What follows belongs to an exercise in optimizing a design on an open flow for small area; a production flow would make more cautious choices. In this exercise RTL edits were held to simulation tests only and were not proved equivalent to the original. Power figures rest on the tool's default switching activity, not on a simulated workload.

===== design.v =====
module hdr_lane #(parameter [1:0] IR = 2'd0) (
    input  wire       clk,
    input  wire       rst,
    input  wire       tick,
    input  wire       btn,
    output reg  [8:0] yc,
    output wire [2:0] code       
    );
    reg       mtb;               
    reg       dir;               
    reg [1:0] cs;                
    reg [1:0] rs;                
    always @(posedge clk) begin
        if (rst | mtb | btn) begin
            yc  <= 9'd50;
            mtb <= 1'b0;
            cs  <= rs;
        end else if (yc >= 9'd460)
            mtb <= 1'b1;
        else begin
            if (yc == 9'd15) dir <= 1'b1;
            if (tick) yc <= dir ? yc + {1'b0, cs} + 9'd3 : yc - 9'd1;
            rs <= rs + 2'd1;
        end
        if (rst) begin
            rs  <= IR;
            dir <= 1'b0;
        end
    end
    assign code = (yc >= 9'd391 && yc <= 9'd409) ? 3'd5 :
                  (yc >= 9'd351 && yc <= 9'd449) ? 3'd3 :
                  (yc >= 9'd321)                 ? 3'd1 : 3'd0;
endmodule
module hdr_core(
    input  wire       clk,
    input  wire       rst,         
    input  wire       pix_stb,     
    input  wire       animate,     
    input  wire [9:0] x,           
    input  wire [9:0] y,           
    input  wire       btnL,        
    input  wire       btnD,
    input  wire       btnU,
    input  wire       btnR,
    input  wire       pause,       
    output wire [2:0] vgaRed,
    output wire [2:0] vgaGreen,
    output wire [2:0] vgaBlue
    );
    wire tick = animate & pix_stb;
    wire [8:0] ycl, ycd, ycu, ycr;
    wire [2:0] cl, cd, cu, cr;
    hdr_lane #(.IR(2'd3)) laneL (.clk(clk), .rst(rst), .tick(tick), .btn(btnL), .yc(ycl), .code(cl));
    hdr_lane #(.IR(2'd0)) laneD (.clk(clk), .rst(rst), .tick(tick), .btn(btnD), .yc(ycd), .code(cd));
    hdr_lane #(.IR(2'd2)) laneU (.clk(clk), .rst(rst), .tick(tick), .btn(btnU), .yc(ycu), .code(cu));
    hdr_lane #(.IR(2'd1)) laneR (.clk(clk), .rst(rst), .tick(tick), .btn(btnR), .yc(ycr), .code(cr));
    reg [4:0] h;
    always @(posedge clk)
        h <= (btnL ? {2'b0, cl} : 5'd0) + (btnD ? {2'b0, cd} : 5'd0) +
             (btnU ? {2'b0, cu} : 5'd0) + (btnR ? {2'b0, cr} : 5'd0);
    reg       m;
    reg [3:0] d5, d4, d3, d2, d1, d0;
    wire [4:0] s2 = {1'b0, d2} + h;                          
    wire [1:0] c2 = (s2 >= 5'd20) ? 2'd2 : (s2 >= 5'd10) ? 2'd1 : 2'd0;
    wire [3:0] u2 = s2 - {c2, 3'b0} - {2'b0, c2, 1'b0};      
    wire [4:0] s3 = {1'b0, d3} + {3'b0, c2};
    wire       c3 = (s3 >= 5'd10);
    wire [3:0] u3 = c3 ? s3 - 5'd10 : s3;
    wire [4:0] s4 = {1'b0, d4} + {4'b0, c3};
    wire       c4 = (s4 >= 5'd10);
    wire [3:0] u4 = c4 ? s4 - 5'd10 : s4;
    wire [4:0] s5 = {1'b0, d5} + {4'b0, c4};
    wire       c5 = (s5 >= 5'd10);
    wire [3:0] u5 = c5 ? s5 - 5'd10 : s5;
    wire       um = m | c5;
    wire       b    = ~(d1 > 4'd7 || (d1 == 4'd7 && d0 >= 4'd6));    
    wire       wrap = um & ((u4 == 4'd5) |
                            ((u4 == 4'd4) & ((u3 == 4'd9) |
                                             ((u3 == 4'd8) & (u2 >= 4'd5 + {3'b0, b})))));
    wire [1:0] k    = (u4 == 4'd5) ? 2'd2 : {1'b0, u3[0]};
    wire       brw  = (u2 < 4'd5 + {3'b0, b});
    wire [4:0] w2s  = {1'b0, u2} + 5'd5 - {4'b0, b};
    wire [3:0] w2   = (w2s >= 5'd10) ? w2s - 5'd10 : w2s;
    wire [1:0] w3   = k - {1'b0, brw};
    wire [3:0] l0s  = d0 + 4'd4;
    wire       l0c  = (l0s >= 4'd10);
    wire [3:0] l0   = l0c ? l0s - 4'd10 : l0s;
    wire [3:0] l1s  = d1 + 4'd2 + {3'b0, l0c};
    wire [3:0] l1   = (l1s >= 4'd10) ? l1s - 4'd10 : l1s;
    always @(posedge clk) begin
        if (rst) begin
            m <= 1'b0; d5 <= 4'd0; d4 <= 4'd0; d3 <= 4'd0; d2 <= 4'd0; d1 <= 4'd0; d0 <= 4'd0;
        end else if (wrap) begin
            m <= 1'b0; d5 <= 4'd0; d4 <= 4'd0; d3 <= {2'b0, w3}; d2 <= w2;
            d1 <= l1; d0 <= l0;
        end else begin
            m <= um; d5 <= u5; d4 <= u4; d3 <= u3; d2 <= u2;
        end
    end
    function automatic dshape(input [4:0] a, input [4:0] b);
        reg [3:0] u;
        reg signed [4:0] sb;
        reg [4:0] ub;
        begin
            u  = a[4] ? ~a[3:0] : a[3:0];
            sb = b;
            ub = {1'b0, u} + b;
            dshape = ((u <= 4'd5) && (sb >= -5'sd12) && (sb <= 5'sd1)) ||
                     (!b[4] && (b <= 5'd11) && (u <= 4'd9) && (ub <= 5'd11));
        end
    endfunction
    wire [1:0] lane = x[7] ? 2'd3 : x[6] ? (x[5] ? 2'd2 : 2'd1) : 2'd0;
    reg  [10:0] dx;
    reg  [8:0]  ycs;
    always @(*) begin
        case (lane)
            2'd0: begin dx = {1'b0, x} - 11'd50;  ycs = ycl; end
            2'd1: begin dx = {1'b0, x} - 11'd80;  ycs = ycd; end
            2'd2: begin dx = {1'b0, x} - 11'd110; ycs = ycu; end
            default: begin dx = {1'b0, x} - 11'd140; ycs = ycr; end
        endcase
    end
    wire [10:0] dy  = {1'b0, y} - {2'b0, ycs};
    wire [10:0] dyt = {1'b0, y} - 11'd400;
    wire dx_ok  = (dx[10:4]  == 7'h00) | (dx[10:4]  == 7'h7f);
    wire dy_ok  = (dy[10:4]  == 7'h00) | (dy[10:4]  == 7'h7f);
    wire dyt_ok = (dyt[10:4] == 7'h00) | (dyt[10:4] == 7'h7f);
    wire swap = (lane == 2'd0) | (lane == 2'd3);    
    wire [4:0] bx = (lane == 2'd0) ? ~dx[4:0] : dx[4:0];
    wire [4:0] by  = (lane == 2'd2) ? ~dy[4:0]  : dy[4:0];
    wire [4:0] byt = (lane == 2'd2) ? ~dyt[4:0] : dyt[4:0];
    wire fall = dx_ok & dy_ok &
                (swap ? dshape(dy[4:0], bx) : dshape(dx[4:0], by));
    wire tgt  = dx_ok & dyt_ok &
                (swap ? dshape(dyt[4:0], bx) : dshape(dx[4:0], byt));
    wire [5:0] hc, lc, rc;
    genvar gk;
    generate
        for (gk = 0; gk < 6; gk = gk + 1) begin : col
            assign hc[gk] = (x > 570 - gk * 35) && (x < 600 - gk * 35);
            assign lc[gk] = (x > 570 - gk * 35) && (x < 573 - gk * 35);
            assign rc[gk] = (x > 597 - gk * 35) && (x < 600 - gk * 35);
        end
    endgenerate
    wire [3:0] dsel = ({4{hc[0]}} & d0) | ({4{hc[1]}} & d1) | ({4{hc[2]}} & d2) |
                      ({4{hc[3]}} & d3) | ({4{hc[4]}} & d4) | ({4{hc[5]}} & d5);
    wire yT  = (y == 10'd38) | (y == 10'd39);
    wire yM  = (y == 10'd68) | (y == 10'd69);
    wire yB  = (y == 10'd98) | (y == 10'd99);
    wire yU  = (y > 10'd37) && (y < 10'd67);
    wire y67 = (y == 10'd67);
    wire yL  = (y > 10'd67) && (y < 10'd100);
    reg sT, sM, sB, rU, r67, rL, lU, l67, lL;
    always @(*) begin
        {sT, sM, sB, rU, r67, rL, lU, l67, lL} = 9'b0;
        case (dsel)
            4'd0: {sT, sM, sB, rU, r67, rL, lU, l67, lL} = 9'b101_111_111;
            4'd1: {sT, sM, sB, rU, r67, rL, lU, l67, lL} = 9'b000_111_000;
            4'd2: {sT, sM, sB, rU, r67, rL, lU, l67, lL} = 9'b111_100_001;
            4'd3: {sT, sM, sB, rU, r67, rL, lU, l67, lL} = 9'b111_111_000;
            4'd4: {sT, sM, sB, rU, r67, rL, lU, l67, lL} = 9'b010_111_100;
            4'd5: {sT, sM, sB, rU, r67, rL, lU, l67, lL} = 9'b111_001_100;
            4'd6: {sT, sM, sB, rU, r67, rL, lU, l67, lL} = 9'b111_001_111;
            4'd7: {sT, sM, sB, rU, r67, rL, lU, l67, lL} = 9'b100_111_000;
            4'd8: {sT, sM, sB, rU, r67, rL, lU, l67, lL} = 9'b111_111_111;
            4'd9: {sT, sM, sB, rU, r67, rL, lU, l67, lL} = 9'b110_111_100;
            default: ;
        endcase
    end
    wire digit_px = (|hc & ((yT & sT) | (yM & sM) | (yB & sB))) |
                    (|rc & ((yU & rU) | (y67 & r67) | (yL & rL))) |
                    (|lc & ((yU & lU) | (y67 & l67) | (yL & lL)));
    reg r, g, bl;
    wire av = ~pause & fall;
    always @(posedge clk) begin
        bl <= av | tgt | digit_px;
        r  <= av | tgt | (digit_px & ~rst & r);
        g  <= av ? (~rst & g) : (tgt | digit_px);
    end
    assign vgaRed   = {3{r}};
    assign vgaGreen = {3{g}};
    assign vgaBlue  = {3{bl}};
endmodule

===== run.sh =====
#!/bin/bash
# synth_recipe.tcl (not shown) runs the flow's synth.tcl, then flattens the netlist and writes it again
# the make line also repeats each setting of config.mk as NAME=value (left out here)
make -C /OpenROAD-flow-scripts/flow DESIGN_CONFIG=/design/flow/config.mk WORK_HOME=/design/flow/orfs CLKGATE_MAP_FILE= SYNTH_SCRIPT=/design/flow/synth_recipe.tcl finish

===== config.mk =====
export PLATFORM = sky130hd
export DESIGN_NAME = hdr_core
export DESIGN_NICKNAME = hdr_core
export VERILOG_FILES = /design/flow/design.v
export SDC_FILE = /design/flow/constraint.sdc
export NUM_CORES = 4
export LEC_CHECK = 0
export CAP_MARGIN = 20
export CORE_MARGIN = 2
export CORE_UTILIZATION = 40
export SLEW_MARGIN = 20

===== constraint.sdc =====
create_clock -name core_clock -period 20.0 [get_ports {clk}]
set_input_delay 4.0000 -clock core_clock [delete_from_list [all_inputs] [get_ports {clk}]]
set_output_delay 4.0000 -clock core_clock [all_outputs]
set_load 0.01 [all_outputs]

==> run_results.csv <==
group,metric,value,unit
min_path,min_path_cells,0,
placement,placedCellCount,1648,
timing,fin_setup_tns,0,ns
route,dr.pass1.iters,6,
cells_and_area,num-fill-cells,2545,
min_path,holdPathEnd,"laneD.cs[1]",
clock_tree,clock-sinks,92,
timing,fmax,0.0941,GHz
timing,skew,0.0144,ns
clock_tree,post_cts_buffers,0,
cells_and_area,nNetsFinal,1490,
timing,worstMarginPinSlew,1.01,ns
grt,grt_overflow,0,
clock_tree,cts-root-buf,"clkbuf_16",
worst_setup_path,critPathKind,"primary input to flop",
synth,synth_nets,1518,
synth,synth_cell_types,78,
route,final_antenna_net_count,0,
grt,antenna_found_initial,0,
worst_setup_path,end_kind,"flop",
floorplanning,initial_core_util,0.406,
grt,first_global_vias,8840,
synth,synth-seq-cells,92,
cells_and_area,layout-drive-gt1-share,0.0337,
route,totalWireLength,27000,um
synth,synth_cells,1357,
floorplanning,ios,38,
timing,drv_slew,0,
placement,place_congestion,0.893,
synth,synth-seq-area-share,0.189,
route,drc_errors,0,
cells_and_area,post-route-util,0.438,
cells_and_area,synthToLayoutAreaGrowth,7.83,%
clock_tree,numCtsBuffers,9,
worst_setup_path,r2r_end,"d0[2]",
timing,rsz0062_at_grt,"no",
synth,synthesis.area,10200,um^2
worst_setup_path,startpoint_type,"primary input",
run_status,run_status,"timing/DRC/antenna clean",
cells_and_area,final_cells,1664,
timing,slew_headroom,0.329,
grt,grt_first_pass_wirelength,44100,um
worst_setup_path,crit_fanout,21,
grt,grt_use_total,0.203,
min_path,hp-start,"laneD.rs[1]",
timing,post-route-period-util,0.531,
placement,port_buffers,37,
pwr,peakVddDrop,30.3,uV
clock_tree,htreeDepth,3,
clock_tree,cts.clk_slew.worst_paths,0.07,ns
worst_setup_path,r2r_slack,12.08,ns
min_path,min_path_type,"flop to flop",
floorplanning,rows,58,
synth,async_flop_share,0,
worst_setup_path,crit_arrival,10.88,ns
synth,synth_edf_count,8,
placement,dp_hpwl,20300,um
clock_tree,clk_latency,0.36,ns
worst_setup_path,crit_required,20.25,ns
job,cap_violations,0,
route,drtIter0Drc,778,
clock_tree,cts_tree,"yes",
synth,yosys_warnings,5,
pwr,p_leak,4.34,nW
floorplanning,die-area,26700,um^2
grt,grt_max_degree,29,
clock_tree,cts.path.max_buffers,2,
timing,hold_viol_final,0,
worst_setup_path,r2r-start,"d2[0]",
floorplanning,dieHeight,163,um
timing,setup_viol,0,
worst_setup_path,ff2ff_path_depth,32,
clock_tree,cts_resized,0,
route,vias,9602,
pwr,p_per_area,51.8,nW/um^2
route,via_per_inst,5.77,
route,wl_per_cell,16.2,um
floorplanning,core-area,25000,um^2
synth,ys.flop_type,"dfxtp_1",
clock_tree,holdBufCountCts,0,
cells_and_area,diodes,0,
timing,fin_crit,10.63,ns
synth,syn_area_per_cell,7.49,um^2
floorplanning,die_x,163,um
[area by class of cell]
type	instances	area (um^2)	share of cell area
multi-input combinational	1080	7510	0.685
sequential	92	1920	0.175
tap	330	413	0.0377
timing repair buffer	42	408	0.0372
inverter	104	390	0.0356
clock buffer	9	225	0.0205
clock inverter	7	97.6	0.00890
[worst max-delay path, cell delays in order]
cell,delay [ns]
clkdlybuf4s50_1,0.74
nor2_1,0.57
inv_1,0.20
ha_1,0.47
inv_1,0.53
mux2i_1,0.17
ha_1,0.24
fa_1,0.44
nand2b_1,0.23
a21oi_1,0.30
xor2_1,0.66
xnor2_1,0.20
ha_1,0.22
fa_1,0.21
inv_1,0.06
a21o_1,0.17
a21oi_1,0.14
o221ai_1,0.15
o211ai_1,0.19
a21oi_1,0.09
o31ai_1,0.26
and4bb_2,0.30
mux2_2,0.33
[per-stage QoR]
stage               power (W)  setup slack (ns)  hold WS, ns  instance area [um^2]
global placement     0.000377              9.31        0.427                 10600
CTS                  0.000570              9.39        0.453                 11000
finish               0.000567              9.37        0.455                 11000
floorplan            0.000336             10.51        0.423                 10200
detailed placement   0.000379              9.06        0.435                 10600
global route         0.000601              8.84        0.463                 11000
[routing by layer]
layer  share of wire  vias up  routed length, um  GRT usage
li1                -     4808                  -          -
met1            0.46     4452              12500      0.273
met2            0.45      298              12200      0.333
met3           0.061       44               1660     0.0274
met4           0.024        0                654     0.0692
met5               0        -                  0          0
[cell families after synthesis]
| logic type | count (synthesis) | synth area share |
|---|---|---|
| flops | 92 | 0.189 |
| compound gates | 345 | 0.224 |
| mux | 18 | 0.0180 |
| fa+ha+maj | 132 | 0.176 |
| simple gates | 494 | 0.240 |
| buf+inv | 185 | 0.0731 |
| xor+xnor | 91 | 0.0798 |
[cells in the mapped netlist (6+ instances only)]
cell type / instances / share of area
a211oi_1: 16 / 0.012
a21o_1: 19 / 0.014
a21oi_1: 93 / 0.046
a221oi_1: 7 / 0.0060
a222oi_1: 10 / 0.0098
a22oi_1: 9 / 0.0066
a311oi_1: 6 / 0.0052
a31oi_1: 13 / 0.0080
and2_1: 7 / 0.0043
and3_1: 10 / 0.0062
buf_1: 7 / 0.0026
buf_2: 6 / 0.0030
buf_4: 9 / 0.0066
clkbuf_1: 58 / 0.021
dfxtp_1: 84 / 0.17
edfxtp_1: 8 / 0.024
fa_1: 18 / 0.035
ha_1: 114 / 0.14
inv_1: 100 / 0.037
mux2i_1: 16 / 0.016
nand2_1: 124 / 0.046
nand2b_1: 12 / 0.0074
nand3_1: 42 / 0.021
nand3b_1: 12 / 0.0089
nand4_1: 18 / 0.011
nor2_1: 126 / 0.047
nor2b_1: 16 / 0.0098
nor3_1: 51 / 0.025
nor3b_1: 6 / 0.0044
nor4_1: 15 / 0.0092
nor4b_1: 6 / 0.0052
o211ai_1: 16 / 0.012
o21ai_0: 80 / 0.039
o21bai_1: 7 / 0.0052
or2_2: 7 / 0.0043
or3_1: 24 / 0.015
or4_1: 6 / 0.0044
xnor2_1: 58 / 0.050
xor2_1: 32 / 0.028
[flip-flops by register name, indices dropped and copies added, names as in the netlist, 3 cells and up]
signal and count:
laneL.yc 9, d5 4, h 5, laneR.yc 9, laneU.yc 9, d4 4
d1 4, d2 4, d0 3, d3 4, laneD.yc 9
[placed cells by master, fill, tap and decap left out, drive strengths merged, types with 7 or more instances in the layout]
cell,n
o211ai,16
nor4,16
a21o,19
nand2,124
a22oi,9
xor2,32
clkdlybuf4s50,37
clkbuf,9
nand2b,12
nor2b,16
a222oi,10
xnor2,58
fa,18
a221oi,7
or2,8
nand3b,12
mux2i,16
a31oi,13
a21oi,93
edfxtp,8
ha,114
nand3,42
nand4,18
a211oi,16
inv,102
nor3,51
dfxtp,84
and2,7
nor2,126
o21bai,7
or3,25
and3,10
o21ai,80
[how the worst max path moves through the flow]
stage	depth (start not counted)	start	to	slack (ns)
floorplan	26	x[5]	g	10.51
global placement	25	x[6]	g	9.31
detailed placement	23	x[7]	g	9.06
CTS	23	x[7]	g	9.39
global route	23	x[7]	g	8.84
finish	23	x[7]	g	9.37
[power breakdown]
part / switching (W) / internal, W / leakage (nW)
clock: 0.0000797 / 0.000110 / 0.154
combinational: 0.000111 / 0.0000739 / 3.43
sequential: 0.00000306 / 0.000189 / 0.757
total: 0.000194 / 0.000373 / 4.34

-- what the ideal ports hide --
How much do the figures lean on ideal ports? The routed layout below was timed once more, with nothing changed but the port constraints. Step 1 sets driving cells, clkbuf_16 on the clock port and buf_2 on the other inputs (assumed; they add their load-dependent delay and slew). Step 2 moves the port delays by t, midway between the first and last clock arrival at a register: inputs arrive t later, outputs are due t later. That takes back most of the time a late clock gives input paths. Three values: ideal ports, drivers, drivers and shift; two values: the first two.
t, ns: 0.398
slack for setup (ns): 9.371 / 9.397 / 8.999
worst setup path at the end: input to register
clock arrival spread, ns: 0.015 / 0.015
worst slew at a driven data input, ns: 0.04
After both steps this run still meets setup and hold. The setup slack of this run moves by +0.026 ns with the drivers and by -0.372 ns with both steps.
